This design comes from an exercise in tuning for small area, a short achievable clock period and few clock cycles on the open sky130 flow, not from production work. In this exercise RTL edits were held to simulation tests only and were not proved equivalent to the original. No activity file was given, so power comes from the tool's default toggle rates.

## design/flow/constraint.sdc

```tcl
create_clock -name core_clock -period 7.0 [get_ports {clk}]
set_input_delay 1.4000 -clock core_clock [delete_from_list [all_inputs] [get_ports {clk}]]
set_output_delay 1.4000 -clock core_clock [all_outputs]
set_load 0.01 [all_outputs]
```

## design/flow/run.sh

```bash
#!/bin/bash
# synth_recipe.tcl (not shown) runs the flow's synth.tcl, then flattens the netlist and writes it again
# the make line also repeats each setting of config.mk as NAME=value (left out here)
make -C /OpenROAD-flow-scripts/flow DESIGN_CONFIG=/design/flow/config.mk WORK_HOME=/design/flow/orfs CLKGATE_MAP_FILE= SYNTH_SCRIPT=/design/flow/synth_recipe.tcl finish
```

## design/flow/config.mk

```make
export PLATFORM = sky130hd
export DESIGN_NAME = rsa_encrypt
export DESIGN_NICKNAME = rsa_encrypt
export VERILOG_FILES = /design/flow/design.v
export SDC_FILE = /design/flow/constraint.sdc
export NUM_CORES = 4
export LEC_CHECK = 0
export CAP_MARGIN = 20
export CORE_MARGIN = 2
export CORE_UTILIZATION = 40
export CTS_BUF_LIST = sky130_fd_sc_hd__clkbuf_4 sky130_fd_sc_hd__clkbuf_8
export SETUP_SLACK_MARGIN = 3.6
export SLEW_MARGIN = 20
```

## design/flow/design.v

```verilog
module rsa_encrypt
(
  input wire clk,
  input wire rst,
  input wire [12:0] data,
  input wire [2:0] input_data_type,
  output wire [15:0] output_data,
  output wire ready
);
    reg [12:0] n;
    reg [12:0] e;
    reg [7:0]  m;
    reg [12:0] acc;
    reg [12:0] p;
    reg [3:0]  idx;
    reg [3:0]  eidx;
    reg        wbit;
    reg        op_mul;
    reg        busy;
    reg        start;    
    reg        prep;     
    assign ready = ~busy;
    assign output_data = {3'b000, acc};
    function [3:0] msb13(input [12:0] w);
        integer i;
        begin
            msb13 = 4'd0;
            for (i = 1; i < 13; i = i + 1)
                if (w[i]) msb13 = i[3:0];
        end
    endfunction
    function below13(input [12:0] w);
        integer i;
        begin
            below13 = w[0];
            for (i = 1; i < 13; i = i + 1)
                if (w[i]) below13 = w[i-1];
        end
    endfunction
    wire [3:0] msbe  = msb13(e);
    wire [3:0] msbm  = msb13({5'b00000, m});
    wire [3:0] msba  = msb13(acc);
    wire [3:0] msbd  = msb13({5'b00000, data[7:0]});
    wire       m_gt1 = (msbm != 4'd0);
    wire       a_gt1 = (msba != 4'd0);
    wire       d_gt1 = (msbd != 4'd0);
    wire [15:0] a2  = {2'b00, p, 1'b0};
    wire [15:0] ba  = wbit ? {3'b000, acc} : 16'd0;
    wire [15:0] nn1 = ~{3'b000, n};
    wire [15:0] nn2 = ~{2'b00, n, 1'b0};
    wire [15:0] x1  = a2 ^ ba ^ nn1;
    wire [15:0] c1  = (a2 & ba) | (a2 & nn1) | (ba & nn1);
    wire [15:0] x2  = a2 ^ ba ^ nn2;
    wire [15:0] c2  = (a2 & ba) | (a2 & nn2) | (ba & nn2);
    wire [15:0] s   = a2 + ba;
    wire [15:0] d1  = x1 + {c1[14:0], 1'b1};
    wire [15:0] d2  = x2 + {c2[14:0], 1'b1};
    wire        ge2 = ~d2[15];
    wire        ge1 = ~d1[15];
    wire [12:0] pn  = ge2 ? d2[12:0] : (ge1 ? d1[12:0] : s[12:0]);
    wire accept   = ready & (input_data_type == 3'd1);
    wire e_one    = (msbe == 4'd0);
    wire last     = (idx == 4'd0);
    wire next_mul = ~op_mul & e[eidx] & m_gt1;
    wire [3:0]  idx1 = idx - 4'd1;
    wire [12:0] w    = op_mul ? {5'b00000, m} : acc;
    wire reduce   = start & ({5'b00000, m} >= n);
    wire finish   = ~reduce & ~prep & last & ~next_mul & (eidx == 4'd0);
    always @(posedge clk) begin
        if (rst) begin
            n     <= 13'd3233;
            e     <= 13'd17;
            busy  <= 1'b0;
            start <= 1'b0;
            prep  <= 1'b0;
        end else if (~busy) begin
            if (input_data_type == 3'd2) n <= data;
            if (input_data_type == 3'd3) e <= data;
            if (accept & ~e_one) begin
                busy  <= 1'b1;
                start <= 1'b1;
            end
        end else begin
            start <= 1'b0;
            prep  <= ~reduce & ~prep & last & ~next_mul & (eidx != 4'd0);
            if (finish)
                busy <= 1'b0;
        end
    end
    always @(posedge clk) begin
        if (~busy) begin
            if (accept) begin
                m   <= data[7:0];
                acc <= {5'b00000, data[7:0]};
            end
        end else if (reduce) begin
            acc <= 13'd1;
        end else if (~prep & last) begin
            acc <= pn;
        end
    end
    always @(posedge clk) begin
        if (~busy) begin
            op_mul <= 1'b0;
            eidx   <= msbe - 4'd1;
        end else if (reduce) begin
            op_mul <= 1'b1;
            eidx   <= msbe;
        end else if (~prep & last) begin
            op_mul <= next_mul;
            if (~next_mul)
                eidx <= eidx - 4'd1;
        end
    end
    always @(posedge clk) begin
        p    <= pn;
        idx  <= idx1;
        wbit <= w[idx1];
        if (~busy) begin
            p    <= d_gt1 ? {5'b00000, data[7:0]} : 13'd0;
            idx  <= d_gt1 ? msbd - 4'd1 : 4'd0;
            wbit <= below13({5'b00000, data[7:0]});
        end else if (reduce) begin
            p    <= 13'd0;
            idx  <= msbm;
            wbit <= 1'b1;
        end else if (prep) begin
            p    <= a_gt1 ? acc : 13'd0;
            idx  <= a_gt1 ? msba - 4'd1 : 4'd0;
            wbit <= below13(acc);
        end else if (last & next_mul) begin
            p    <= pn;
            idx  <= msbm - 4'd1;
            wbit <= below13({5'b00000, m});
        end
    end
endmodule
```

==> results.py, run 1 <==
metrics = {
    "status": {
        "status": "no timing/DRC/antenna violations",
    },
    "floorplanning": {
        "rows": 46,
        "dieArea_um2": 17500,
        "start_util": 0.413,
        "dieHeight_um": 132,
        "die-width_um": 132,
        "core_region_area_um2": 16000,
        "ios": 35,
    },
    "sta": {
        "fin_tns_setup_ns": 0,
        "finClkSkew_ns": 0.0135,
        "max_freq_mhz": 298,
        "setup_viol": 0,
        "hold_ws_ns": 0.461,
        "slew_headroom": 0.397,
        "fin_crit_ns": 3.35,
        "timing.final.crit_share": 0.479,
        "maxSlewViolCount": 0,
        "rsz0062_at_grt": "yes",
        "finalHoldViolCount": 0,
        "worst_slew_pin_slew_ns": 0.903,
    },
    "synth": {
        "synth_warnings": 1,
        "synth_ff_type": "dfxtp_1",
        "async_flop_share": 0,
        "synth.distinct_cells": 76,
        "syn_inst": 786,
        "yosysSeqAreaShare": 0.259,
        "synth_area_um2": 6600,
        "synth_area_per_cell_um2": 8.40,
        "ys_ff_latch": 73,
        "synth_edf_count": 25,
    },
    "finish": {
        "area_growth_pct": 14.8,
        "final_cell_mix": "nand2_1, inv_1, a21oi_1",
        "drive_above_1_share": 0.117,
        "multi_input_comb_area_um2": 4680,
        "num-nets-final": 919,
        "fillers": 1571,
        "mostFrequentLayoutCell": "nand2_1",
        "n_antenna_cell": 0,
        "seq_area_um2": 1720,
    },
    "critical_path": {
        "critPathArrivalTime_ns": 3.46,
        "slowest_delay_ns": 0.48,
        "crit_chain": "and2_2 -> fa_1 -> ha_1 -> a211oi_2 -> o211ai_1 -> a31oi_2 -> o21ai_2 -> buf_6 -> nor2_1 -> a311o_1 -> o21ai_1 -> nor2_1",
        "crit_path_max_fanout": 6,
        "crit_start": "acc[1]",
        "endpoint_kind": "register",
        "r2r_start": "acc[1]",
        "crit_top_cell": "nor2_1",
        "crit_type": "register to register",
        "cp_num_buf_inv": 1,
        "crit_family": "compound AO/OA/AOI/OAI gates",
        "startpoint_type": "register",
        "cp_slowest_cell": "fa_1",
        "worstPathRequired_ns": 7.11,
    },
    "worst_hold_path": {
        "holdCritPathClass": "register to register",
        "min_from": "n[2]",
    },
    "cts": {
        "cts_root_buf": "clkbuf_8",
        "clockBufferDepth": 2,
        "htreeDepth": 3,
        "clk_latency_ns": 0.37,
        "hold_buffers": 0,
        "numCtsBuffers": 9,
        "clock_sinks": 73,
        "clk_pin_slew_ns": 0.09,
        "cts_tree": "done",
    },
    "route": {
        "avgRoutedWirePerCell_um": 20.0,
        "drtIter0Drc": 518,
        "drc": 0,
        "drt.antenna.violating_nets": 0,
        "drt-vias-per-instance": 5.87,
        "drt_wl_total_um": 20900,
        "via_count": 6108,
        "dr.pass1.iters": 5,
    },
    "power": {
        "comb_power_share": 0.560,
        "power.share.clock": 0.164,
        "ir_drop_mv": 0.113,
        "power_density_nw_per_um2": 247,
        "power.total_uw": 1870,
        "internal_power_uw": 1050,
        "sw_frac_of_total": 0.438,
        "pwr-share-seq": 0.276,
        "p_leak_uw": 0.00308,
        "switching_power_uw": 818,
    },
    "placed_design": {
        "place.gp.congestion": 0.915,
        "hpwlAfterDp_um": 15700,
        "io_buffers": 31,
    },
    "grt": {
        "grt_pass1_vias": 5705,
        "grt_overflow_total": 0,
        "antenna_found_initial": 0,
        "grt_start_max_net_pins": 30,
        "groute.usage.overall": 0.229,
        "grt_first_pass_wirelength_um": 31500,
    },
    "job": {
        "max_cap_viol_count": 0,
    },
}
## state kept, by name, summed over array words and instances, names as in the netlist
register / cells
idx: 4
acc: 13
prep: 1
p: 13
m: 8
busy: 1
wbit: 1
eidx: 4
n: 13
e: 13
start: 1
op_mul: 1
## per-layer routing
metal	part of all wire	up-vias	routed length, µm	global-route usage
met3	0.066	38	1370	0.0452
met2	0.45	225	9360	0.361
met4	0.030	0	617	0.0759
met5	0	-	0	0
met1	0.46	2961	9510	0.317
li1	-	2884	-	-
## path summary, 6_finish.rpt
| kind | end | slack, ns | cells after the start |
|---|---|---|---|
| worst max-delay path | acc[10] | 3.65 | 12 |
| worst max register to register | acc[10] | 3.65 | 12 |
| worst min-delay path | n[2] | 0.46 | 2 |
| worst min register to register | n[2] | 0.46 | 2 |
## power by group through the flow
| stage | clock network, µW | logic [µW] | registers, µW |
|---|---|---|---|
| CTS | 311 | 928 | 517 |
| finish | 307 | 1050 | 517 |
| global placement | 0 | 885 | 529 |
| detailed placement | 0 | 892 | 531 |
| global route | 329 | 1130 | 522 |
| floorplan | 0 | 678 | 510 |
## repair_timing
item,CTS,global route
pin swaps,0,13
setup buffers,10,6
cloned,0,3
endpoints found under the setup margin,27,38
gates resized for setup,15,36
## cells in the mapped netlist (6+ instances only)
cell / instances / area share
o211ai_1: 9 / 0.010
and2_1: 14 / 0.013
o21ai_0: 29 / 0.022
a21o_1: 11 / 0.013
fa_1: 27 / 0.082
inv_1: 74 / 0.042
dfxtp_1: 48 / 0.15
ha_1: 55 / 0.10
a211o_1: 8 / 0.011
buf_2: 6 / 0.0045
o21bai_1: 8 / 0.0091
nand3_1: 10 / 0.0076
o22ai_1: 8 / 0.0076
clkbuf_1: 22 / 0.013
and3_1: 8 / 0.0076
a21oi_1: 66 / 0.050
xnor2_1: 18 / 0.024
nor2_1: 62 / 0.035
mux2i_1: 6 / 0.0091
edfxtp_1: 25 / 0.11
o31ai_1: 8 / 0.0091
a31oi_1: 6 / 0.0057
a211oi_1: 10 / 0.011
nor2b_1: 11 / 0.010
nor3_1: 23 / 0.017
nand2_1: 87 / 0.049
o21ai_1: 16 / 0.012
xor2_1: 12 / 0.016
## per-stage QoR
stage / utilization / std cells / setup WS [ns] / instance area (µm²)
after floorplan: - / 788 / 3.66 / 6610
after global routing: 0.474 / 1040 / 3.51 / 7580
after CTS: 0.460 / 1031 / 3.60 / 7360
final: 0.474 / 1040 / 3.65 / 7580
after global placement: 0.441 / 1005 / 3.21 / 7060
after detailed placement: 0.441 / 1005 / 3.15 / 7060
## logic make-up (layout without fill, tap and decap cells)
| logic type | count (synthesis) | after routing | share of synthesized area |
|---|---|---|---|
| AOI/OAI and AO/OA | 232 | 233 | 0.232 |
| other | 1 | 3 | 0.000568 |
| xor gates and xnor gates | 30 | 30 | 0.0398 |
| buffers and inverters | 107 | 142 | 0.0648 |
| DFF | 73 | 73 | 0.259 |
| muxes | 18 | 18 | 0.0449 |
| adders and majority gates | 82 | 82 | 0.186 |
| and+or+nand+nor | 243 | 243 | 0.172 |
## layout make-up
type,instances,share of cell area
repair buffers,52,0.0616
inverters,74,0.0366
well taps,216,0.0356
flip-flops and latches,73,0.226
clock buffers,10,0.0173
clock inverters,6,0.00561
multi-input cells,609,0.617
## tightest hold or removal path, cell delays in order (launching register included)
cell	delay, ns
dfxtp_1	0.31
nand2_1	0.05
a21oi_1	0.05
Testbench counts, summed over its fixed seeds: cycles 37,062.
==> run 2, diff against run 1 <==
==> design/flow/flow/run.sh (new file) <==
#!/bin/bash
# Standard layout, with the port buffers made of buf_1 cells instead of the
# automatically chosen delay buffers. The whole make output goes to
# standard_make.log; ORFS's own per-step logs are under orfs/logs/.
set -euo pipefail
bash standard.sh "BUFFER_PORTS_ARGS=-buffer_cell sky130_fd_sc_hd__buf_1" finish > standard_make.log 2>&1
==> design/flow/standard.sh (new file) <==
#!/bin/bash
# synth_recipe.tcl (not shown) runs the flow's synth.tcl, then flattens the netlist and writes it again
# the make line also repeats each setting of config.mk as NAME=value (left out here)
make -C /OpenROAD-flow-scripts/flow DESIGN_CONFIG=/design/flow/config.mk WORK_HOME=/design/flow/orfs CLKGATE_MAP_FILE= SYNTH_SCRIPT=/design/flow/synth_recipe.tcl "${@:-finish}"
--- a/design/flow/config.mk
+++ b/design/flow/config.mk
@@ -11,2 +11,4 @@
 export CTS_BUF_LIST = sky130_fd_sc_hd__clkbuf_4 sky130_fd_sc_hd__clkbuf_8
+export CTS_CLUSTER_DIAMETER = 100
+export CTS_CLUSTER_SIZE = 30
 export SETUP_SLACK_MARGIN = 3.6
removed: design/flow/run.sh
==> run 2 against run 1 <==
  * First-iteration DRC count is 8.9% higher
  * Critical endpoint is now acc[12]
  * Still clean on timing, DRC and antenna
  * Via count is 1.0% lower
  * Design area is 2.2% lower
  * Flip-flop and latch count stayed put
  * Core utilization is 1.1 points lower
  * Sequential share of layout area is 0.53 points higher
  * Wire length is 2.8% lower
  * Clock skew hardly changed
  * Count of clock-buffer cells in the layout is 1 lower
  * Critical path type unchanged
  * Synthesized cell count stayed put
  * Global-route usage is 0.32 points lower
==> results.py, run 2 <==
metrics = {
    "synth": {
        "ys_ff_latch": 73,
        "synth.distinct_cells": 76,
        "synth_common_cells": "nand2_1, inv_1, a21oi_1, nor2_1, ha_1",
        "synth_ff_type": "dfxtp_1",
        "synthTopCellsByArea": "dfxtp_1, edfxtp_1, ha_1",
        "yosysTopAreaCellShare": 0.146,
        "synth_area_per_cell_um2": 8.40,
        "synth_edf_count": 25,
        "yosys.area.top_type": "dfxtp_1",
        "syn_inst": 786,
        "synth_area_um2": 6600,
        "yosysSeqAreaShare": 0.259,
        "async_flop_share": 0,
        "yosysMostFrequentCell": "nand2_1",
        "synth_warnings": 1,
    },
    "critical_path": {
        "rr_endpoint": "acc[12]",
        "crit_type": "register to register",
        "r2r_start": "acc[2]",
        "reg2reg_depth": 10,
        "slowest_delay_ns": 0.58,
        "cp_slowest_cell": "fa_2",
        "endpoint_kind": "register",
        "crit_path_max_fanout": 4,
        "crit_family": "compound AO/OA/AOI/OAI gates",
        "worstPathRequired_ns": 7.12,
        "crit_chain": "and2_2 -> fa_2 -> ha_4 -> nor2b_2 -> o31a_1 -> o211a_1 -> o2111a_1 -> a311oi_2 -> o211ai_1 -> and3_1",
        "critPathArrivalTime_ns": 3.48,
        "rrSetupSlack_ns": 3.64,
        "startpoint_type": "register",
        "cp_num_buf_inv": 0,
    },
    "cts": {
        "cts_root_buf": "clkbuf_8",
        "clock_sinks": 73,
        "clockBufferDepth": 2,
        "numCtsBuffers": 9,
        "htreeDepth": 3,
        "hold_buffers": 0,
        "clk_pin_slew_ns": 0.09,
        "cts_tree": "done",
        "clk_latency_ns": 0.37,
    },
    "sta": {
        "finClkSkew_ns": 0.0140,
        "fin_crit_ns": 3.36,
        "maxSlewViolCount": 0,
        "fin_tns_setup_ns": 0,
        "setup_viol": 0,
        "worst_slew_pin_slew_ns": 0.784,
        "rsz0062_at_grt": "yes",
        "max_freq_mhz": 298,
        "slew_headroom": 0.472,
        "timing.final.crit_share": 0.480,
        "finalHoldViolCount": 0,
    },
    "finish": {
        "drive_above_1_share": 0.120,
        "final_util": 0.463,
        "n_antenna_cell": 0,
        "final_cell_mix": "nand2_1, inv_1, a21oi_1",
        "num-nets-final": 921,
        "mostFrequentLayoutCell": "nand2_1",
        "area_growth_pct": 12.3,
    },
    "grt": {
        "grt_start_max_net_pins": 30,
        "grt_pass1_vias": 5634,
        "grt_overflow_total": 0,
        "antenna_found_initial": 0,
        "grt_first_pass_wirelength_um": 31000,
        "groute.usage.overall": 0.226,
    },
    "route": {
        "drtIter0Drc": 564,
        "dr.pass1.iters": 5,
        "drc": 0,
        "avgRoutedWirePerCell_um": 19.4,
        "drt_wl_total_um": 20300,
        "drt-vias-per-instance": 5.80,
        "via_count": 6044,
        "drt.antenna.violating_nets": 0,
    },
    "floorplanning": {
        "core_region_area_um2": 16000,
        "dieHeight_um": 132,
        "die-width_um": 132,
        "ios": 35,
        "rows": 46,
        "dieArea_um2": 17500,
        "start_util": 0.413,
    },
    "job": {
        "max_cap_viol_count": 0,
    },
    "power": {
        "p_leak_uw": 0.00300,
        "internal_power_uw": 1040,
        "comb_power_share": 0.550,
        "switching_power_uw": 808,
        "pwr-share-seq": 0.279,
        "power_density_nw_per_um2": 249,
        "ir_drop_mv": 0.120,
        "power.share.clock": 0.171,
        "sw_frac_of_total": 0.437,
    },
    "status": {
        "status": "no timing/DRC/antenna violations",
    },
    "worst_hold_path": {
        "holdCritPathClass": "register to register",
        "min_from": "n[2]",
        "hold_end": "n[2]",
        "worstHoldPathCells": 2,
    },
    "placed_design": {
        "place.gp.congestion": 0.920,
        "io_buffers": 31,
        "hpwlAfterDp_um": 15000,
    },
}
[run 2: area by class of cell]
class,instances,area (µm²)
fillers,1628,8590
multi-input cells,609,4680
flip-flops and latches,73,1720
repair buffers,54,290
inverters,74,278
well taps,216,270
clock buffers,9,124
clock inverters,7,52.6
[run 2: logic make-up (layout without fill, tap and decap cells)]
| family | after synthesis | count (layout) | synth area share |
|---|---|---|---|
| other cells | 1 | 3 | 0.000568 |
| mux | 18 | 18 | 0.0449 |
| buf+inv | 107 | 144 | 0.0648 |
| compound gates | 232 | 233 | 0.232 |
| fa+ha+maj | 82 | 82 | 0.186 |
| simple gates | 243 | 243 | 0.172 |
| flops | 73 | 73 | 0.259 |
| xor+xnor | 30 | 30 | 0.0398 |
[run 2: how the worst max path moves through the flow]
stage | startpoint | to | slack, ns | cells past startpoint
finish | acc[2] | acc[12] | 3.64 | 10
global route | acc[2] | acc[12] | 3.55 | 10
CTS | wbit | acc[6] | 3.58 | 11
detailed placement | acc[8] | acc[6] | 3.15 | 11
global placement | acc[8] | acc[6] | 3.21 | 11
floorplan | acc[6] | acc[10] | 3.66 | 14
[run 2: layer usage]
layer | routed length [µm] | vias to the layer above | global-route usage
met5 | 0 | - | 0
met4 | 481 | 0 | 0.0711
met3 | 1430 | 41 | 0.0460
met2 | 8850 | 247 | 0.333
met1 | 9490 | 2877 | 0.333
li1 | - | 2879 | -
[run 2: tightest hold or removal path: stages, from the launching register on]
cell	delay, ns
dfxtp_1	0.32
nand2_1	0.05
a21oi_1	0.05
[run 2: stage by stage]
stage	area (µm²)	std cells	hold WS (ns)	power [µW]	setup WS, ns
after floorplan	6610	788	0.433	1190	3.66
after global placement	6880	1007	0.444	1400	3.21
after detailed placement	6880	1007	0.456	1400	3.15
after CTS	7170	1033	0.470	1740	3.58
after global routing	7410	1042	0.491	1970	3.55
final	7410	1042	0.468	1850	3.64
[run 2: power groups by stage]
stage	Sequential, µW	Combinational, µW	Clock, µW
finish	516	1020	316
global route	521	1110	333
CTS	516	901	320
detailed placement	530	870	0
global placement	530	867	0
floorplan	510	678	0
[run 2: what timing repair did]
action                                  CTS  global route
setup buffers                            10             7
endpoints found under the setup margin   26            40
pin swaps                                 0             8
gates cloned                              0             2
resized for setup                        10            41
==> run 3, diff against run 2 <==
--- a/design/flow/config.mk
+++ b/design/flow/config.mk
@@ -11,5 +11,3 @@
 export CTS_BUF_LIST = sky130_fd_sc_hd__clkbuf_4 sky130_fd_sc_hd__clkbuf_8
-export CTS_CLUSTER_DIAMETER = 100
-export CTS_CLUSTER_SIZE = 30
-export SETUP_SLACK_MARGIN = 3.6
+export SETUP_SLACK_MARGIN = 3.7
 export SLEW_MARGIN = 20
==> run 3 against run 2 <==
  * Design area up 3.8%
  * Fmax up 0.97%
  * Worst setup slack better by 0.032 ns
  * Synthesized area unchanged
  * Synthesized cell count unchanged
==> results.py, run 3 <==
metrics = {
    "cts": {
        "cts_root_buf": "clkbuf_8",
        "htreeDepth": 3,
        "clock_sinks": 73,
        "hold_buffers": 0,
        "clk_pin_slew_ns": 0.09,
        "cts_tree": "done",
        "clk_latency_ns": 0.39,
        "clockBufferDepth": 2,
        "numCtsBuffers": 9,
    },
    "synth": {
        "synthTopCellsByArea": "dfxtp_1, edfxtp_1, ha_1",
        "synth.distinct_cells": 76,
        "yosysTopAreaCellShare": 0.146,
        "yosys.area_share.adder": 0.186,
        "syn_inst": 786,
        "synth_area_per_cell_um2": 8.40,
        "synth_top_family_by_area": "compound AO/OA/AOI/OAI gates",
        "ys_ff_latch": 73,
        "synth_edf_count": 25,
        "synth_area_um2": 6600,
        "synth-compound-area-share": 0.232,
        "synth_warnings": 1,
        "yosysSeqAreaShare": 0.259,
        "synth_ff_type": "dfxtp_1",
        "synth_common_cells": "nand2_1, inv_1, a21oi_1, nor2_1, ha_1",
        "yosys.area.top_type": "dfxtp_1",
        "synthMuxAreaShare": 0.0449,
        "synth-xor-area-share": 0.0398,
        "synthSimpleGateAreaFrac": 0.172,
        "yosysMostFrequentCell": "nand2_1",
        "async_flop_share": 0,
    },
    "grt": {
        "grt_overflow_total": 0,
        "grt_first_pass_wirelength_um": 32700,
        "grt_pass1_vias": 5706,
        "groute.usage.overall": 0.240,
        "grt_start_max_net_pins": 30,
        "antenna_found_initial": 0,
    },
    "finish": {
        "n_antenna_cell": 0,
        "num-nets-final": 935,
        "fillers": 1610,
        "drive_above_1_share": 0.148,
        "area_growth_pct": 16.5,
        "seq_area_um2": 1720,
        "final-instance-count-excl-fill": 1056,
        "mostFrequentLayoutCell": "nand2_1",
        "final_util": 0.481,
        "final_cell_mix": "nand2_1, inv_1, a21oi_1",
        "multi_input_comb_area_um2": 4830,
    },
    "floorplanning": {
        "start_util": 0.413,
        "ios": 35,
        "core_region_area_um2": 16000,
        "dieArea_um2": 17500,
        "die-width_um": 132,
        "dieHeight_um": 132,
        "rows": 46,
    },
    "sta": {
        "timing.final.crit_share": 0.475,
        "rsz0062_at_grt": "yes",
        "finClkSkew_ns": 0.0126,
        "finalHoldViolCount": 0,
        "setup_viol": 0,
        "worst_slew_pin_slew_ns": 0.803,
        "maxSlewViolCount": 0,
        "fin_crit_ns": 3.33,
        "slew_headroom": 0.460,
        "max_freq_mhz": 301,
        "fin_tns_setup_ns": 0,
        "worst_slack_ns": 3.67,
    },
    "placed_design": {
        "io_buffers": 31,
        "place_inst": 1007,
        "place.gp.congestion": 0.926,
        "hpwlAfterDp_um": 15100,
        "pre_cts_ws_ns": 2.91,
    },
    "critical_path": {
        "crit_path_max_fanout": 4,
        "critPathArrivalTime_ns": 3.47,
        "crit_type": "register to register",
        "reg2reg_depth": 10,
        "cp_slowest_cell": "fa_1",
        "endpoint_kind": "register",
        "worstPathRequired_ns": 7.14,
        "startpoint_type": "register",
        "slowest_delay_ns": 0.57,
        "crit_chain": "and2_4 -> fa_1 -> ha_4 -> nor2b_2 -> o31a_1 -> o211a_1 -> o2111a_1 -> a311oi_2 -> o211ai_1 -> and3_1",
    },
    "route": {
        "drt_wl_total_um": 21400,
        "drt.antenna.violating_nets": 0,
        "via_count": 6192,
        "avgRoutedWirePerCell_um": 20.3,
        "drtIter0Drc": 575,
        "drt-vias-per-instance": 5.86,
        "drc": 0,
        "dr.pass1.iters": 5,
    },
    "power": {
        "ir_drop_mv": 0.113,
        "power.total_uw": 2000,
        "p_leak_uw": 0.00310,
        "power_density_nw_per_um2": 260,
    },
    "worst_hold_path": {
        "worstHoldPathCells": 2,
        "holdCritPathClass": "register to register",
    },
    "job": {
        "max_cap_viol_count": 0,
    },
    "status": {
        "status": "no timing/DRC/antenna violations",
    },
}
run 3: cell types whose count changed in the layout (fill, tap and decap cells not counted), sizes merged:
cell and delta:
buf +13, bufinv +1, o21ai +2, inv -2
run 3: timing repair:
action / in CTS / in global routing
cloned: 3 / 0
setup buffers: 18 / 12
gates resized for setup: 30 / 48
hold endpoints to repair: 0 / 0
pin swaps: 11 / 17
endpoints found under the setup margin: 27 / 41
run 3: final timing paths:
check             startpoint  endpoint  slack, ns
setup / recovery      acc[2]   acc[12]       3.67
hold / removal          n[1]      n[1]       0.46
setup reg to reg      acc[2]   acc[12]       3.67
hold reg to reg         n[1]      n[1]       0.46
run 3: cells by family after synthesis:
| logic type | after synthesis |
|---|---|
| AO/OA/AOI/OAI | 232 |
| adder cells (fa/ha/maj) | 82 |
| multiplexers | 18 |
| flip-flops | 73 |
| buffers and inverters | 107 |
| other | 1 |
| XOR/XNOR | 30 |
| AND/OR/NAND/NOR | 243 |
run 3: where the power goes:
part | switching (µW) | internal, µW
Sequential | 41.2 | 474
Clock | 190 | 171
Combinational | 634 | 491
Total | 866 | 1140
run 3: cell type report:
class	count	share of cell area
repair buffers	66	0.0519
inverters	74	0.0361
clock inverters	6	0.00878
clock buffers	10	0.0171
flip-flops and latches	73	0.224
well taps	216	0.0351
multi-input cells	611	0.627
run 3: metal layers:
metal,global-route usage,vias up,routed length [µm]
li1,-,2925,-
met1,0.345,2984,9940
met2,0.370,248,9740
met3,0.0433,35,1330
met4,0.0663,0,391
met5,0,-,0
run 3: metrics by stage:
stage,hold WS (ns),cell area [µm²]
after detailed placement,0.450,6890
after CTS,0.463,7400
after floorplan,0.433,6610
after global routing,0.492,7690
after global placement,0.443,6890
final,0.463,7690
run 3: critical path, delay by kind of cell, from the launching register on:
| family | cells | cell delay [ns] |
|---|---|---|
| and+or+nand+nor | 3 | 0.57 |
| DFF | 1 | 0.43 |
| AOI/OAI and AO/OA | 5 | 1.27 |
| adders and majority gates | 2 | 0.80 |
==> run 4, diff against run 3 <==
--- a/design/flow/config.mk
+++ b/design/flow/config.mk
@@ -11,3 +11,3 @@
 export CTS_BUF_LIST = sky130_fd_sc_hd__clkbuf_4 sky130_fd_sc_hd__clkbuf_8
-export SETUP_SLACK_MARGIN = 3.7
+export SETUP_SLACK_MARGIN = 3.5
 export SLEW_MARGIN = 20
==> run 4 against run 3 <==
  * Flip-flop and latch count is the same
  * Die area stayed put
  * Register-to-register slack got worse by 0.08 ns
  * Core utilization decreased by 2.5 points
  * Still clean
  * Critical path depth increased by 1
  * Largest power group unchanged
  * Wire length decreased by 6.8%
  * Fmax shrank 2.2%
  * Sequential share of layout area rose by 1.2 points
  * Final cell count down 1.4%
  * Critical endpoint is now p[12]
  * Power decreased by 11%
  * Largest cell class unchanged
  * Synthesized cell count is the same
  * Design area is 5.2% lower
==> results.py, run 4 <==
metrics = {
    "status": {
        "status": "no timing/DRC/antenna violations",
    },
    "placed_design": {
        "place.gp.congestion": 0.920,
        "place_inst": 1007,
        "place_area_um2": 6880,
        "hpwlAfterDp_um": 15000,
        "io_buffers": 31,
        "pre_cts_ws_ns": 3.15,
    },
    "power": {
        "p_leak_uw": 0.00297,
        "power.share.clock": 0.176,
        "sw_frac_of_total": 0.437,
        "switching_power_uw": 783,
        "ir_drop_mv": 0.122,
        "internal_power_uw": 1010,
        "pwr-share-seq": 0.288,
        "power_density_nw_per_um2": 245,
        "comb_power_share": 0.536,
    },
    "grt": {
        "grt_overflow_total": 0,
        "grt_start_max_net_pins": 30,
        "groute.usage.overall": 0.225,
        "grt_first_pass_wirelength_um": 30800,
        "grt_pass1_vias": 5546,
        "antenna_found_initial": 0,
    },
    "sta": {
        "setup_viol": 0,
        "rsz0062_at_grt": "yes",
        "finClkSkew_ns": 0.0122,
        "worst_slack_ns": 3.60,
        "max_freq_mhz": 294,
        "worst_slew_pin_slew_ns": 0.785,
        "fin_crit_ns": 3.40,
        "fin_tns_setup_ns": 0,
        "slew_headroom": 0.471,
        "hold_ws_ns": 0.467,
        "maxSlewViolCount": 0,
        "finalHoldViolCount": 0,
        "timing.final.crit_share": 0.486,
    },
    "cts": {
        "cts_tree": "done",
        "clockBufferDepth": 2,
        "clk_latency_ns": 0.37,
        "cts_root_buf": "clkbuf_8",
        "numCtsBuffers": 9,
        "htreeDepth": 3,
        "clk_pin_slew_ns": 0.09,
        "clock_sinks": 73,
    },
    "synth": {
        "synth_area_per_cell_um2": 8.40,
        "synth.distinct_cells": 76,
        "yosys.area.top_type": "dfxtp_1",
        "synth_common_cells": "nand2_1, inv_1, a21oi_1, nor2_1, ha_1",
        "synth-xor-area-share": 0.0398,
        "yosysSeqAreaShare": 0.259,
        "yosys.area_share.adder": 0.186,
        "synth_top_family_by_area": "compound AO/OA/AOI/OAI gates",
        "yosysMostFrequentCell": "nand2_1",
        "synth_warnings": 1,
        "synthSimpleGateAreaFrac": 0.172,
        "synth_ff_type": "dfxtp_1",
        "synthTopCellsByArea": "dfxtp_1, edfxtp_1, ha_1",
        "async_flop_share": 0,
        "synth_area_um2": 6600,
        "yosysTopAreaCellShare": 0.146,
        "synth_edf_count": 25,
        "syn_inst": 786,
        "ys_ff_latch": 73,
        "synth-compound-area-share": 0.232,
        "synthMuxAreaShare": 0.0449,
    },
    "route": {
        "drt_wl_total_um": 20000,
        "drtIter0Drc": 464,
        "avgRoutedWirePerCell_um": 19.2,
        "dr.pass1.iters": 5,
        "via_count": 5950,
        "drt-vias-per-instance": 5.72,
        "drc": 0,
        "drt.antenna.violating_nets": 0,
    },
    "floorplanning": {
        "core_region_area_um2": 16000,
        "dieArea_um2": 17500,
        "ios": 35,
        "dieHeight_um": 132,
        "start_util": 0.413,
        "die-width_um": 132,
        "rows": 46,
    },
    "critical_path": {
        "critPathArrivalTime_ns": 3.67,
        "crit_path_max_fanout": 11,
        "crit_type": "register to register",
        "reg2reg_depth": 11,
        "worstPathRequired_ns": 7.26,
        "endpoint_kind": "register",
        "r2r_start": "acc[1]",
        "rrSetupSlack_ns": 3.60,
        "rr_endpoint": "p[12]",
        "startpoint_type": "register",
    },
    "finish": {
        "multi_input_comb_area_um2": 4570,
        "final_cell_mix": "nand2_1, inv_1, a21oi_1",
        "n_antenna_cell": 0,
        "mostFrequentLayoutCell": "nand2_1",
        "num-nets-final": 920,
        "fillers": 1650,
        "design_area_um2": 7290,
        "area_growth_pct": 10.5,
        "final-instance-count-excl-fill": 1041,
        "drive_above_1_share": 0.0958,
        "seq_area_um2": 1720,
    },
    "job": {
        "max_cap_viol_count": 0,
    },
    "worst_hold_path": {
        "holdCritPathClass": "register to register",
        "hold_end": "n[1]",
        "worstHoldPathCells": 2,
        "min_from": "n[1]",
    },
}
[run 4: repair_timing]
item | 4_1_cts | 5_1_grt
hold buffers | 0 | 0
setup endpoints to repair | 25 | 39
pin swaps | 0 | 3
cloned | 0 | 2
setup buffers | 6 | 10
gates resized for setup | 7 | 20
hold endpoints to repair | 0 | 0
[run 4: power groups by stage]
stage | Clock (µW) | Sequential (µW) | Combinational, µW
2_1_floorplan | 0 | 510 | 678
3_3_place_gp | 0 | 530 | 867
3_5_place_dp | 0 | 530 | 870
4_1_cts | 320 | 518 | 892
5_1_grt | 331 | 522 | 1060
6_report | 314 | 517 | 960
[run 4: layout make-up]
type / count / area share
clock buffers: 9 / 0.0170
clock inverters: 7 / 0.00720
inverters: 74 / 0.0381
multi-input cells: 609 / 0.626
flip-flops and latches: 73 / 0.236
well taps: 216 / 0.0370
repair buffers: 53 / 0.0388
[run 4: worst max-delay path, stage by stage, from the launching register on]
cell      delay [ns]
edfxtp_1        0.42
and2_1          0.23
fa_1            0.47
ha_1            0.32
a211oi_2        0.30
o211ai_1        0.19
a31oi_2         0.31
o21ai_2         0.12
buf_2           0.23
o211ai_1        0.33
nand3_1         0.12
a21oi_1         0.26
[run 4: cell families (layout without fill, tap and decap cells)]
kind of cell    after synthesis  in the layout
compound gates              232            233
xor+xnor                     30             30
fa+ha+maj                    82             82
buf+inv                     107            143
flops                        73             73
mux                          18             18
other cells                   1              3
simple gates                243            243
[run 4: worst max-delay path by stage]
stage	from	end	slack (ns)
after CTS	acc[7]	acc[6]	3.48
after global routing	acc[2]	p[9]	3.46
final	acc[1]	p[12]	3.60
after floorplan	acc[6]	acc[10]	3.66
after global placement	acc[8]	acc[6]	3.21
after detailed placement	acc[8]	acc[6]	3.15
[run 4: metrics by stage]
stage          total power (µW)   util
2_1_floorplan              1190      -
3_3_place_gp               1400  0.430
3_5_place_dp               1400  0.430
4_1_cts                    1730  0.446
5_1_grt                    1920  0.456
6_report                   1790  0.456
[run 4: routing by layer]
metal / wire length, µm / global-route usage / vias up / share of wire
met5: 0 / 0 / - / 0
met4: 476 / 0.0693 / 0 / 0.024
met3: 1470 / 0.0418 / 38 / 0.074
met2: 8610 / 0.328 / 238 / 0.43
met1: 9410 / 0.337 / 2794 / 0.47
li1: - / - / 2880 / -
==> run 5, diff against run 4 <==
--- a/design/flow/config.mk
+++ b/design/flow/config.mk
@@ -11,3 +11,4 @@
 export CTS_BUF_LIST = sky130_fd_sc_hd__clkbuf_4 sky130_fd_sc_hd__clkbuf_8
-export SETUP_SLACK_MARGIN = 3.5
+export PLACE_DENSITY = 0.5
+export SETUP_SLACK_MARGIN = 3.6
 export SLEW_MARGIN = 20
==> run 5 against run 4 <==
  * Synthesized cell count unchanged
  * Still clean
  * Flip-flop and latch count unchanged
  * Highest routed layer unchanged
  * Fmax increased by 1.4%
  * Power increased by 12%
  * Hold slack got worse by 0.0030 ns
  * Register-to-register slack improved by 0.05 ns
==> results.py, run 5 <==
metrics = {
    "route": {
        "drt-vias-per-instance": 5.75,
        "drt_wl_total_um": 21900,
        "drt-met1-wl_um": 10600,
        "avgRoutedWirePerCell_um": 20.8,
        "routed.top_layer": "met4",
        "dr.pass1.iters": 5,
        "wl_met3_um": 1650,
        "met2_length_um": 9300,
        "via_count": 6058,
        "drtIter0Drc": 545,
        "drt.antenna.violating_nets": 0,
        "drc": 0,
    },
    "grt": {
        "grt_start_max_net_pins": 24,
        "grt_first_pass_wirelength_um": 32800,
        "grt_pass1_vias": 5722,
        "antenna_found_initial": 0,
        "groute.usage.overall": 0.241,
        "grt_overflow_total": 0,
    },
    "worst_hold_path": {
        "min_from": "n[8]",
        "hold_end": "n[8]",
        "worstHoldPathCells": 2,
        "holdCritPathClass": "register to register",
    },
    "critical_path": {
        "cp_slowest_cell": "fa_1",
        "startpoint_type": "register",
        "rr_endpoint": "acc[12]",
        "slowest_delay_ns": 0.59,
        "worstPathRequired_ns": 7.12,
        "crit_family": "compound AO/OA/AOI/OAI gates",
        "r2r_start": "wbit",
        "rrSetupSlack_ns": 3.65,
        "crit_chain": "buf_6 -> and2_4 -> fa_1 -> ha_4 -> nor2b_4 -> o31a_1 -> o211a_4 -> o2111a_1 -> a311oi_2 -> o211ai_1 -> and3_1",
        "reg2reg_depth": 11,
        "endpoint_kind": "register",
        "crit_path_max_fanout": 5,
        "cp_num_buf_inv": 1,
        "critPathArrivalTime_ns": 3.47,
        "crit_type": "register to register",
    },
    "sta": {
        "finClkSkew_ns": 0.0102,
        "maxSlewViolCount": 0,
        "fin_tns_setup_ns": 0,
        "worst_slack_ns": 3.65,
        "finalHoldViolCount": 0,
        "worst_slew_pin_slew_ns": 0.884,
        "fin_crit_ns": 3.35,
        "rsz0062_at_grt": "yes",
        "timing.final.crit_share": 0.479,
        "slew_headroom": 0.410,
        "setup_viol": 0,
        "max_freq_mhz": 298,
    },
    "floorplanning": {
        "die-width_um": 132,
        "dieHeight_um": 132,
        "ios": 35,
        "rows": 46,
        "core_region_area_um2": 16000,
        "dieArea_um2": 17500,
        "start_util": 0.413,
    },
    "power": {
        "p_leak_uw": 0.00308,
        "ir_drop_mv": 0.116,
        "power.total_uw": 2010,
        "power_density_nw_per_um2": 261,
    },
    "cts": {
        "numCtsBuffers": 9,
        "cts_root_buf": "clkbuf_8",
        "hold_buffers": 0,
        "cts_tree": "done",
        "clock_sinks": 73,
        "clockBufferDepth": 2,
        "clk_pin_slew_ns": 0.08,
        "clk_latency_ns": 0.36,
        "htreeDepth": 3,
    },
    "finish": {
        "fillers": 1674,
        "area_growth_pct": 16.4,
        "n_antenna_cell": 0,
        "drive_above_1_share": 0.155,
        "num-nets-final": 932,
        "final_cell_mix": "nand2_1, inv_1, a21oi_1",
        "mostFrequentLayoutCell": "nand2_1",
    },
    "placed_design": {
        "hpwlAfterDp_um": 16300,
        "io_buffers": 31,
        "place.gp.congestion": 0.903,
        "pre_cts_ws_ns": 3.09,
    },
    "synth": {
        "synth_warnings": 1,
        "async_flop_share": 0,
        "synthTopCellsByArea": "dfxtp_1, edfxtp_1, ha_1",
        "yosysMostFrequentCell": "nand2_1",
        "synth_area_um2": 6600,
        "syn_inst": 786,
        "yosysTopAreaCellShare": 0.146,
        "synth_ff_type": "dfxtp_1",
        "yosysSeqAreaShare": 0.259,
        "yosys.area.top_type": "dfxtp_1",
        "synth_edf_count": 25,
        "synth_area_per_cell_um2": 8.40,
        "synth_common_cells": "nand2_1, inv_1, a21oi_1, nor2_1, ha_1",
        "ys_ff_latch": 73,
        "synth.distinct_cells": 76,
    },
    "status": {
        "status": "no timing/DRC/antenna violations",
    },
    "job": {
        "max_cap_viol_count": 0,
    },
}
[run 5: cell families after synthesis]
group                    share of synthesized area
adder cells (fa/ha/maj)                      0.186
XOR/XNOR                                    0.0398
AO/OA/AOI/OAI                                0.232
multiplexers                                0.0449
buffers and inverters                       0.0648
flip-flops                                   0.259
AND/OR/NAND/NOR                              0.172
other                                     0.000568
[run 5: worst register-to-register path: cells and delay by family (launching register included)]
kind                       cells  cell delay (ns)
AOI/OAI and AO/OA              5             1.29
adders and majority gates      2             0.83
and+or+nand+nor                3             0.51
DFF                            1             0.37
buffers and inverters          1             0.13
[run 5: timing repair]
| item | in CTS | in global routing |
|---|---|---|
| gates cloned | 1 | 2 |
| resized for setup | 18 | 70 |
| pin swaps | 3 | 20 |
| setup endpoints to repair | 40 | 41 |
| buffers inserted | 12 | 16 |
[run 5: final cells by class]
class	instances	area, µm²	share of cell area
repair buffers	65	390	0.0508
multi-input cells	609	4830	0.628
inverters	74	278	0.0361
clock inverters	6	63.8	0.00830
well taps	216	270	0.0352
flip-flops and latches	73	1720	0.224
clock buffers	10	138	0.0179
[run 5: worst max-delay path by stage]
stage	startpoint	endpoint	slack, ns	cells after the start
finish	wbit	acc[12]	3.65	11
global route	wbit	p[1]	3.55	14
CTS	wbit	acc[6]	3.59	11
detailed placement	wbit	acc[6]	3.09	11
global placement	acc[8]	acc[6]	3.03	11
floorplan	acc[6]	acc[10]	3.66	14
[run 5: power by group]
part	internal, µW	switching, µW	leakage, µW
Sequential	474	46.5	0.000630
Clock	176	172	0.000107
Combinational	502	638	0.00235
Total	1150	857	0.00308
[run 5: metrics by stage]
step	cell area, µm²	util	std cells	hold WS [ns]
2_1_floorplan	6610	-	788	0.433
3_3_place_gp	6880	0.430	1006	0.444
3_5_place_dp	6880	0.430	1006	0.459
4_1_cts	7230	0.452	1035	0.471
5_1_grt	7690	0.480	1053	0.500
6_report	7690	0.480	1053	0.464
[run 5: per-layer routing]
metal | global-route usage | vias up
li1 | - | 2903
met1 | 0.371 | 2911
met5 | 0 | -
met2 | 0.357 | 226
met4 | 0.0388 | 0
met3 | 0.0391 | 18
==> run 6, diff against run 5 <==
--- a/design/flow/config.mk
+++ b/design/flow/config.mk
@@ -11,3 +11,3 @@
 export CTS_BUF_LIST = sky130_fd_sc_hd__clkbuf_4 sky130_fd_sc_hd__clkbuf_8
-export PLACE_DENSITY = 0.5
+export GPL_TIMING_DRIVEN = 0
 export SETUP_SLACK_MARGIN = 3.6
==> run 6 against run 5 <==
  * Critical path depth up 3
  * Combinational power down 4%
  * Clock power decreased by 14%
  * Critical endpoint is now p[1]
  * Highest routed layer unchanged
==> results.py, run 6 <==
metrics = {
    "grt": {
        "busiest_layer": "met2",
        "grt_pass1_vias": 5682,
        "grt.met3_usage": 0.0356,
        "antenna_found_initial": 0,
        "grt_overflow_total": 0,
        "grt_use_met1": 0.336,
        "grtUsageMet2": 0.355,
        "grt_first_pass_wirelength_um": 31500,
        "grt_start_max_net_pins": 14,
        "groute.usage.overall": 0.228,
    },
    "synth": {
        "synth_ff_type": "dfxtp_1",
        "yosysMostFrequentCell": "nand2_1",
        "synth.distinct_cells": 76,
        "synth_edf_count": 25,
        "synth_area_per_cell_um2": 8.40,
        "syn_inst": 786,
        "synth_warnings": 1,
        "synth_common_cells": "nand2_1, inv_1, a21oi_1, nor2_1, ha_1",
        "ys_ff_latch": 73,
        "yosysSeqAreaShare": 0.259,
        "synthTopCellsByArea": "dfxtp_1, edfxtp_1, ha_1",
        "yosys.area.top_type": "dfxtp_1",
        "yosysTopAreaCellShare": 0.146,
        "synth_area_um2": 6600,
        "async_flop_share": 0,
    },
    "cts": {
        "cts_tree": "done",
        "clock_sinks": 73,
        "clockBufferDepth": 2,
        "numCtsBuffers": 9,
        "htreeDepth": 3,
        "cts_root_buf": "clkbuf_8",
        "clk_pin_slew_ns": 0.08,
        "clk_latency_ns": 0.37,
    },
    "power": {
        "ir_drop_mv": 0.115,
        "power_density_nw_per_um2": 250,
        "p_leak_uw": 0.00309,
    },
    "sta": {
        "hold_ws_ns": 0.471,
        "slew_headroom": 0.517,
        "timing.final.crit_share": 0.493,
        "rsz0062_at_grt": "yes",
        "setup_viol": 0,
        "maxSlewViolCount": 0,
        "finalHoldViolCount": 0,
        "finClkSkew_ns": 0.00792,
        "max_freq_mhz": 290,
        "fin_crit_ns": 3.45,
        "fin_tns_setup_ns": 0,
        "worst_slew_pin_slew_ns": 0.721,
    },
    "floorplanning": {
        "core_region_area_um2": 16000,
        "start_util": 0.413,
        "die-width_um": 132,
        "dieHeight_um": 132,
        "dieArea_um2": 17500,
        "ios": 35,
        "rows": 46,
    },
    "finish": {
        "mostFrequentLayoutCell": "nand2_1",
        "drive_above_1_share": 0.139,
        "fillers": 1640,
        "n_antenna_cell": 0,
        "area_growth_pct": 16.2,
        "final_cell_mix": "nand2_1, inv_1, a21oi_1",
        "num-nets-final": 951,
    },
    "critical_path": {
        "critPathArrivalTime_ns": 3.70,
        "worstPathRequired_ns": 7.25,
        "slowest_delay_ns": 0.47,
        "crit_chain": "buf_8 -> and2_4 -> fa_2 -> buf_6 -> ha_4 -> a211oi_4 -> o211ai_1 -> a31oi_4 -> o21ai_4 -> buf_6 -> mux2i_1 -> mux2i_1 -> o21ai_1 -> a22o_1",
        "endpoint_kind": "register",
        "crit_type": "register to register",
        "crit_path_max_fanout": 5,
        "cp_slowest_cell": "fa_2",
        "startpoint_type": "register",
    },
    "job": {
        "max_cap_viol_count": 0,
    },
    "route": {
        "avgRoutedWirePerCell_um": 18.6,
        "drt.antenna.violating_nets": 0,
        "drc": 0,
        "via_count": 6027,
        "drt-vias-per-instance": 5.63,
        "drt_wl_total_um": 19900,
        "drtIter0Drc": 408,
        "dr.pass1.iters": 5,
    },
    "placed_design": {
        "io_buffers": 30,
        "hpwlAfterDp_um": 15300,
        "place.gp.congestion": 0.936,
    },
    "status": {
        "status": "no timing/DRC/antenna violations",
    },
    "worst_hold_path": {
        "holdCritPathClass": "register to register",
    },
}
[run 6: repair_timing]
item / in CTS / in global routing
hold buffers: 0 / 0
setup buffers: 13 / 8
pin swaps: 5 / 13
hold endpoints to repair: 0 / 0
cloned: 1 / 0
endpoints found under the setup margin: 30 / 44
gates resized for setup: 37 / 52
[run 6: power by group]
| group | internal [µW] | switching (µW) | leakage (µW) |
|---|---|---|---|
| combinational | 492 | 611 | 0.00237 |
| clock | 129 | 172 | 0.0000916 |
| sequential | 474 | 36.3 | 0.000629 |
[run 6: metrics by stage]
stage | std cells | area, µm² | setup slack (ns) | util | power [µW]
after global routing | 1071 | 7670 | 3.48 | 0.479 | 2040
after floorplan | 788 | 6610 | 3.66 | - | 1190
after detailed placement | 1034 | 6990 | 2.70 | 0.437 | 1400
after global placement | 1034 | 6990 | 2.72 | 0.437 | 1390
after CTS | 1063 | 7420 | 3.52 | 0.464 | 1800
final | 1071 | 7670 | 3.55 | 0.479 | 1910
[run 6: area by class of cell]
type / count / area (µm²) / share of cell area
clock inverter: 6 / 42.5 / 0.00555
timing repair buffer: 52 / 287 / 0.0374
tap: 216 / 270 / 0.0352
multi-input combinational: 608 / 4760 / 0.621
buffer: 33 / 190 / 0.0248
sequential: 73 / 1720 / 0.224
clock buffer: 9 / 124 / 0.0161
inverter: 74 / 278 / 0.0362
[run 6: worst max-delay path: cells and delay by family (launching register included)]
family | cells | cell delay, ns
adders and majority gates | 2 | 0.74
muxes | 2 | 0.34
and+or+nand+nor | 1 | 0.15
buffers and inverters | 3 | 0.41
DFF | 1 | 0.37
AOI/OAI and AO/OA | 6 | 1.31
[run 6: logic make-up after synthesis]
family,Yosys count,share of synthesized area
adders and majority gates,82,0.186
muxes,18,0.0449
buffers and inverters,107,0.0648
other,1,0.000568
xor gates and xnor gates,30,0.0398
AOI/OAI and AO/OA,232,0.232
and+or+nand+nor,243,0.172
DFF,73,0.259
[run 6: worst paths after layout]
path         from   end  slack (ns)  cells after the start
min          n[2]  n[2]        0.47                      2
max reg2reg  wbit  p[1]        3.55                     14
min reg2reg  n[2]  n[2]        0.47                      2
max          wbit  p[1]        3.55                     14
[run 6: per-layer routing]
metal | vias up | share of wire | wire length, µm
li1 | 2950 | - | -
met3 | 23 | 0.057 | 1140
met4 | 0 | 0.012 | 231
met5 | - | 0 | 0
met2 | 183 | 0.45 | 9000
met1 | 2871 | 0.48 | 9570
==> run 7, diff against run 6 <==
--- a/design/flow/config.mk
+++ b/design/flow/config.mk
@@ -9,5 +9,4 @@
 export CORE_MARGIN = 2
-export CORE_UTILIZATION = 40
+export CORE_UTILIZATION = 50
 export CTS_BUF_LIST = sky130_fd_sc_hd__clkbuf_4 sky130_fd_sc_hd__clkbuf_8
-export GPL_TIMING_DRIVEN = 0
 export SETUP_SLACK_MARGIN = 3.6
==> run 7 against run 6 <==
  * Still clean
  * Non-clock buffer count down 25
  * Fmax up 2.8%
  * Sequential power up 1%
  * Synthesized area unchanged
  * Core utilization up 11 points
  * Power about the same
  * Register-to-register slack better by 0.09 ns
  * Wire length up 1.5%
  * Clock skew up 0.0024 ns
  * Sequential share of layout area up 0.58 points
  * Count of clock-buffer cells in the layout unchanged
  * Critical path type unchanged
  * Largest power group unchanged
==> results.py, run 7 <==
metrics = {
    "placed_design": {
        "place.gp.congestion": 0.950,
        "place_area_um2": 6820,
        "hpwlAfterDp_um": 14700,
        "io_buffers": 31,
    },
    "route": {
        "drt_wl_total_um": 20300,
        "dr.pass1.iters": 5,
        "drc": 0,
        "drt.antenna.violating_nets": 0,
        "via_count": 6147,
        "drtIter0Drc": 560,
        "drt-vias-per-instance": 6.12,
        "avgRoutedWirePerCell_um": 20.2,
    },
    "synth": {
        "synth-compound-area-share": 0.232,
        "yosysSeqAreaShare": 0.259,
        "yosysMostFrequentCell": "nand2_1",
        "synth.distinct_cells": 76,
        "synthTopCellsByArea": "dfxtp_1, edfxtp_1, ha_1",
        "synth_area_um2": 6600,
        "async_flop_share": 0,
        "synth_edf_count": 25,
        "yosysTopAreaCellShare": 0.146,
        "synth_common_cells": "nand2_1, inv_1, a21oi_1, nor2_1, ha_1",
        "synth_ff_type": "dfxtp_1",
        "yosys.area.top_type": "dfxtp_1",
        "ys_ff_latch": 73,
        "yosys.area_share.adder": 0.186,
        "synth-xor-area-share": 0.0398,
        "synthMuxAreaShare": 0.0449,
        "synth_area_per_cell_um2": 8.40,
        "synth_top_family_by_area": "compound AO/OA/AOI/OAI gates",
        "synthSimpleGateAreaFrac": 0.172,
        "synth_warnings": 1,
        "syn_inst": 786,
    },
    "floorplanning": {
        "die-width_um": 119,
        "start_util": 0.517,
        "dieArea_um2": 14100,
        "rows": 41,
        "dieHeight_um": 119,
        "ios": 35,
        "core_region_area_um2": 12800,
    },
    "cts": {
        "clk_pin_slew_ns": 0.08,
        "htreeDepth": 3,
        "clockBufferDepth": 2,
        "clock_sinks": 73,
        "cts_tree": "done",
        "clk_latency_ns": 0.37,
        "cts_root_buf": "clkbuf_8",
        "numCtsBuffers": 9,
    },
    "critical_path": {
        "endpoint_kind": "register",
        "critPathArrivalTime_ns": 3.46,
        "startpoint_type": "register",
        "crit_type": "register to register",
        "crit_path_max_fanout": 7,
        "worstPathRequired_ns": 7.11,
    },
    "grt": {
        "groute.usage.overall": 0.276,
        "antenna_found_initial": 0,
        "grt_first_pass_wirelength_um": 30400,
        "grt_start_max_net_pins": 30,
        "grt_overflow_total": 0,
        "grt_pass1_vias": 5761,
    },
    "finish": {
        "drive_above_1_share": 0.126,
        "final_util": 0.586,
        "n_antenna_cell": 0,
        "mostFrequentLayoutCell": "nand2_1",
        "num-nets-final": 927,
        "fillers": 1210,
        "area_growth_pct": 13.4,
        "final_cell_mix": "nand2_1, inv_1, a21oi_1",
        "design_area_um2": 7480,
    },
    "sta": {
        "finClkSkew_ns": 0.0103,
        "slew_headroom": 0.491,
        "rsz0062_at_grt": "yes",
        "finalHoldViolCount": 0,
        "setup_viol": 0,
        "hold_ws_ns": 0.463,
        "maxSlewViolCount": 0,
        "fin_tns_setup_ns": 0,
        "max_freq_mhz": 298,
        "worst_slew_pin_slew_ns": 0.761,
        "timing.final.crit_share": 0.479,
        "fin_crit_ns": 3.35,
    },
    "power": {
        "ir_drop_mv": 0.152,
        "power_density_nw_per_um2": 256,
        "power.total_uw": 1910,
        "p_leak_uw": 0.00305,
    },
    "job": {
        "max_cap_viol_count": 0,
    },
    "worst_hold_path": {
        "holdCritPathClass": "register to register",
    },
    "status": {
        "status": "no timing/DRC/antenna violations",
    },
}
==> run 7: cell counts after synthesis <==
No cell type changed its count.
==> run 7: final timing paths <==
kind / from / slack, ns / cells past startpoint / endpoint
setup / recovery: acc[2] / 3.65 / 12 / acc[3]
setup reg to reg: acc[2] / 3.65 / 12 / acc[3]
hold / removal: n[8] / 0.46 / 2 / n[8]
hold reg to reg: n[8] / 0.46 / 2 / n[8]
==> run 7: layout make-up <==
class / count / area (µm²) / share of cell area
well taps: 172 / 215 / 0.0288
flip-flops and latches: 73 / 1720 / 0.230
clock buffers: 9 / 124 / 0.0166
clock inverters: 7 / 68.8 / 0.00920
multi-input cells: 609 / 4730 / 0.632
inverters: 74 / 278 / 0.0371
repair buffers: 60 / 349 / 0.0466
==> run 7: repair_timing <==
item | CTS | global route
setup buffers | 10 | 13
setup endpoints to repair | 26 | 40
resized for setup | 13 | 48
hold buffers | 0 | 0
endpoints found under the hold margin | 0 | 0
pin swaps | 2 | 13
cloned | 0 | 3
==> run 7: per-stage QoR <==
step                setup WS, ns  std cells
global placement            3.10        962
floorplan                   3.66        788
finish                      3.65       1004
detailed placement          3.06        962
CTS                         3.60        988
global route                3.53       1004
==> run 7: report_power, final <==
part           internal [µW]  total [µW]  leakage (µW)  switching, µW
registers                474         516      0.000630           41.6
clock network            164         337      0.000101            173
logic                    458        1060       0.00232            602
total                   1100        1910       0.00305            817
==> run 7: logic make-up after synthesis <==
family,count (synthesis)
simple gates,243
compound gates,232
buf+inv,107
fa+ha+maj,82
flops,73
xor+xnor,30
mux,18
other cells,1
==> run 7: layer usage <==
metal  global-route usage  routed length, µm  vias up  part of all wire
li1                     -                  -     2901                 -
met1                0.377               8930     2958              0.44
met2                0.430               9240      248              0.46
met3               0.0589               1600       40             0.079
met4                0.103                490        0             0.024
met5                    0                  0        -                 0
==> run 7: worst max-delay path: stages, from the launching register on <==
cell and delay [ns]:
edfxtp_1 0.43, and2_4 0.21, fa_1 0.43, ha_1 0.35, a21oi_1 0.16, o21ai_1 0.14
a31o_2 0.36, o21ai_4 0.28, a21o_4 0.22, buf_4 0.13, o311ai_1 0.09, o21ai_1 0.19
o22ai_1 0.11
==> run 8, diff against run 7 <==
--- a/design/flow/config.mk
+++ b/design/flow/config.mk
@@ -9,3 +9,3 @@
 export CORE_MARGIN = 2
-export CORE_UTILIZATION = 50
+export CORE_UTILIZATION = 40
 export CTS_BUF_LIST = sky130_fd_sc_hd__clkbuf_4 sky130_fd_sc_hd__clkbuf_8
==> run 8 against run 7 <==
  * Critical path type unchanged
  * Fmax is 0.17% lower
  * Combinational power is 4% lower
  * Synthesized cell count is the same
  * Worst setup slack worse by 0.0057 ns
  * Global-route usage decreased by 5.0 points
  * Wire length about the same
  * Sequential power about the same
  * Core utilization is 12 points lower
  * Power shrank 3.4%
  * Largest cell class unchanged
  * Still clean
  * Via count shrank 1.7%
==> results.py, run 8 <==
metrics = {
    "sta": {
        "fin_tns_setup_ns": 0,
        "finClkSkew_ns": 0.0140,
        "fin_crit_ns": 3.36,
        "worst_slew_pin_slew_ns": 0.784,
        "worst_slack_ns": 3.64,
        "max_freq_mhz": 298,
        "timing.final.crit_share": 0.480,
        "hold_ws_ns": 0.468,
        "maxSlewViolCount": 0,
        "setup_viol": 0,
        "finalHoldViolCount": 0,
        "slew_headroom": 0.472,
        "rsz0062_at_grt": "yes",
    },
    "critical_path": {
        "startpoint_type": "register",
        "endpoint_kind": "register",
        "crit_type": "register to register",
        "cp-endpoint": "acc[12]",
        "critPathArrivalTime_ns": 3.48,
        "slowest_delay_ns": 0.58,
        "crit_chain": "and2_2 -> fa_2 -> ha_4 -> nor2b_2 -> o31a_1 -> o211a_1 -> o2111a_1 -> a311oi_2 -> o211ai_1 -> and3_1",
        "rrSetupSlack_ns": 3.64,
        "worstPathRequired_ns": 7.12,
        "r2r_start": "acc[2]",
        "crit_start": "acc[2]",
        "rr_endpoint": "acc[12]",
        "cp_slowest_cell": "fa_2",
        "reg2reg_depth": 10,
        "crit_path_max_fanout": 4,
    },
    "power": {
        "ir_drop_mv": 0.120,
        "p_leak_uw": 0.00300,
        "power.total_uw": 1850,
        "power_density_nw_per_um2": 249,
    },
    "placed_design": {
        "pre_cts_ws_ns": 3.15,
        "place.gp.congestion": 0.920,
        "io_buffers": 31,
        "place_inst": 1007,
        "hpwlAfterDp_um": 15000,
    },
    "synth": {
        "syn_inst": 786,
        "synth_common_cells": "nand2_1, inv_1, a21oi_1, nor2_1, ha_1",
        "synth_edf_count": 25,
        "ys_ff_latch": 73,
        "synth.distinct_cells": 76,
        "synthTopCellsByArea": "dfxtp_1, edfxtp_1, ha_1",
        "yosysSeqAreaShare": 0.259,
        "synth_area_um2": 6600,
        "yosysTopAreaCellShare": 0.146,
        "synth_ff_type": "dfxtp_1",
        "yosys.area.top_type": "dfxtp_1",
        "yosysMostFrequentCell": "nand2_1",
        "async_flop_share": 0,
        "synth_warnings": 1,
        "synth_area_per_cell_um2": 8.40,
    },
    "finish": {
        "mostFrequentLayoutCell": "nand2_1",
        "num-nets-final": 921,
        "drive_above_1_share": 0.120,
        "n_antenna_cell": 0,
        "final-instance-count-excl-fill": 1042,
        "final_cell_mix": "nand2_1, inv_1, a21oi_1",
        "area_growth_pct": 12.3,
    },
    "floorplanning": {
        "start_util": 0.413,
        "rows": 46,
        "dieHeight_um": 132,
        "core_region_area_um2": 16000,
        "die-width_um": 132,
        "dieArea_um2": 17500,
        "ios": 35,
    },
    "worst_hold_path": {
        "min_from": "n[2]",
        "holdCritPathClass": "register to register",
    },
    "route": {
        "via_count": 6044,
        "drt_wl_total_um": 20300,
        "avgRoutedWirePerCell_um": 19.4,
        "drtIter0Drc": 564,
        "dr.pass1.iters": 5,
        "drt-vias-per-instance": 5.80,
        "drc": 0,
        "drt.antenna.violating_nets": 0,
    },
    "grt": {
        "grt_start_max_net_pins": 30,
        "grt_first_pass_wirelength_um": 31000,
        "grt_pass1_vias": 5634,
        "grt_overflow_total": 0,
        "groute.usage.overall": 0.226,
        "antenna_found_initial": 0,
    },
    "status": {
        "status": "no timing/DRC/antenna violations",
    },
    "cts": {
        "clock_sinks": 73,
        "hold_buffers": 0,
        "clk_pin_slew_ns": 0.09,
        "clk_latency_ns": 0.37,
        "numCtsBuffers": 9,
        "cts_root_buf": "clkbuf_8",
        "htreeDepth": 3,
        "clockBufferDepth": 2,
        "cts_tree": "done",
    },
    "job": {
        "max_cap_viol_count": 0,
    },
}
## run 8: changes by cell type in the layout (fill, tap and decap cells not counted), moves of 2 or more
cell	delta
inv_6	+4
nor3_2	-2
a31oi_1	-2
and2_4	-3
nor3_1	+2
and2_2	+3
buf_4	-5
inv_4	-2
a31oi_2	+3
## run 8: area by class of cell
cell class	instances	area, µm²
clock inverter	7	52.6
fill	1628	8590
inverter	74	278
sequential	73	1720
multi-input combinational	609	4680
tap	216	270
timing repair buffer	54	290
clock buffer	9	124
## run 8: kinds of logic (layout without fill, tap and decap cells)
family	Yosys count	after routing	synth area share
AND/OR/NAND/NOR	243	243	0.172
AO/OA/AOI/OAI	232	233	0.232
buffers and inverters	107	144	0.0648
adder cells (fa/ha/maj)	82	82	0.186
flip-flops	73	73	0.259
XOR/XNOR	30	30	0.0398
multiplexers	18	18	0.0449
other	1	3	0.000568
## run 8: power by group
part	total, µW	switching (µW)	internal, µW	leakage (µW)
logic	1020	584	434	0.00228
registers	516	41.6	474	0.000630
clock network	316	183	132	0.0000924
## run 8: repair_timing
item | in CTS | in global routing
cloned | 0 | 2
buffers inserted | 10 | 7
pin swaps | 0 | 8
gates resized for setup | 10 | 41
setup endpoints to repair | 26 | 40
## run 8: how the worst min path moves through the flow
stage / depth (start not counted) / end
2_1_floorplan: 2 / e[0]
3_3_place_gp: 2 / n[2]
3_5_place_dp: 2 / n[1]
4_1_cts: 2 / n[2]
5_1_grt: 2 / e[1]
6_report: 2 / n[2]
## run 8: worst max-delay path: cells and delay by family, from the launching register on
family                   cells  cell delay (ns)
AO/OA/AOI/OAI                5             1.29
adder cells (fa/ha/maj)      2             0.80
AND/OR/NAND/NOR              3             0.62
flip-flops                   1             0.40
## run 8: layer usage
layer  GRT usage  wire length [µm]
met2       0.333              8850
met1       0.333              9490
met3      0.0460              1430
met4      0.0711               481
met5           0                 0
## run 8: per-stage QoR
step | area [µm²] | util
CTS | 7170 | 0.448
floorplan | 6610 | -
global placement | 6880 | 0.430
global route | 7410 | 0.463
detailed placement | 6880 | 0.430
finish | 7410 | 0.463

## port drivers added, routing unchanged
In the flow no input, the clock included, has a driving cell. The finished layouts below were timed again as built, in two steps.
Step 1: set_driving_cell puts a clkbuf_16 on clk and a buf_2 on each other input, an assumption about the parent block.
Step 2 also shifts input and output timing later by t, the mid clock arrival at the registers, as if the neighbouring blocks saw the same clock.
Slacks: ideal / step 1 / step 2; pairs: ideal / step 1.
run	shift t [ns]	slack for setup (ns)	worst setup path after step 2	cell pins on the clock port's net
run 1	0.399	3.649 / 3.626 / 3.391	input to register	1
run 2	0.403	3.640 / 3.640 / 3.537	input to register	1
run 3	0.419	3.673 / 3.673 / 3.396	input to register	1
run 4	0.404	3.597 / 3.597 / 3.477	input to register	1
run 5	0.390	3.646 / 3.646 / 3.492	input to register	1
run 6	0.395	3.552 / 3.552 / 3.387	input to register	1
run 7	0.400	3.646 / 3.646 / 3.494	input to register	1
run 8	0.403	3.640 / 3.640 / 3.537	input to register	1
After both steps every run listed still meets setup and hold. For run 3, which loses most, drivers alone change the setup slack by 0.000 ns; drivers and shift together by -0.277 ns.
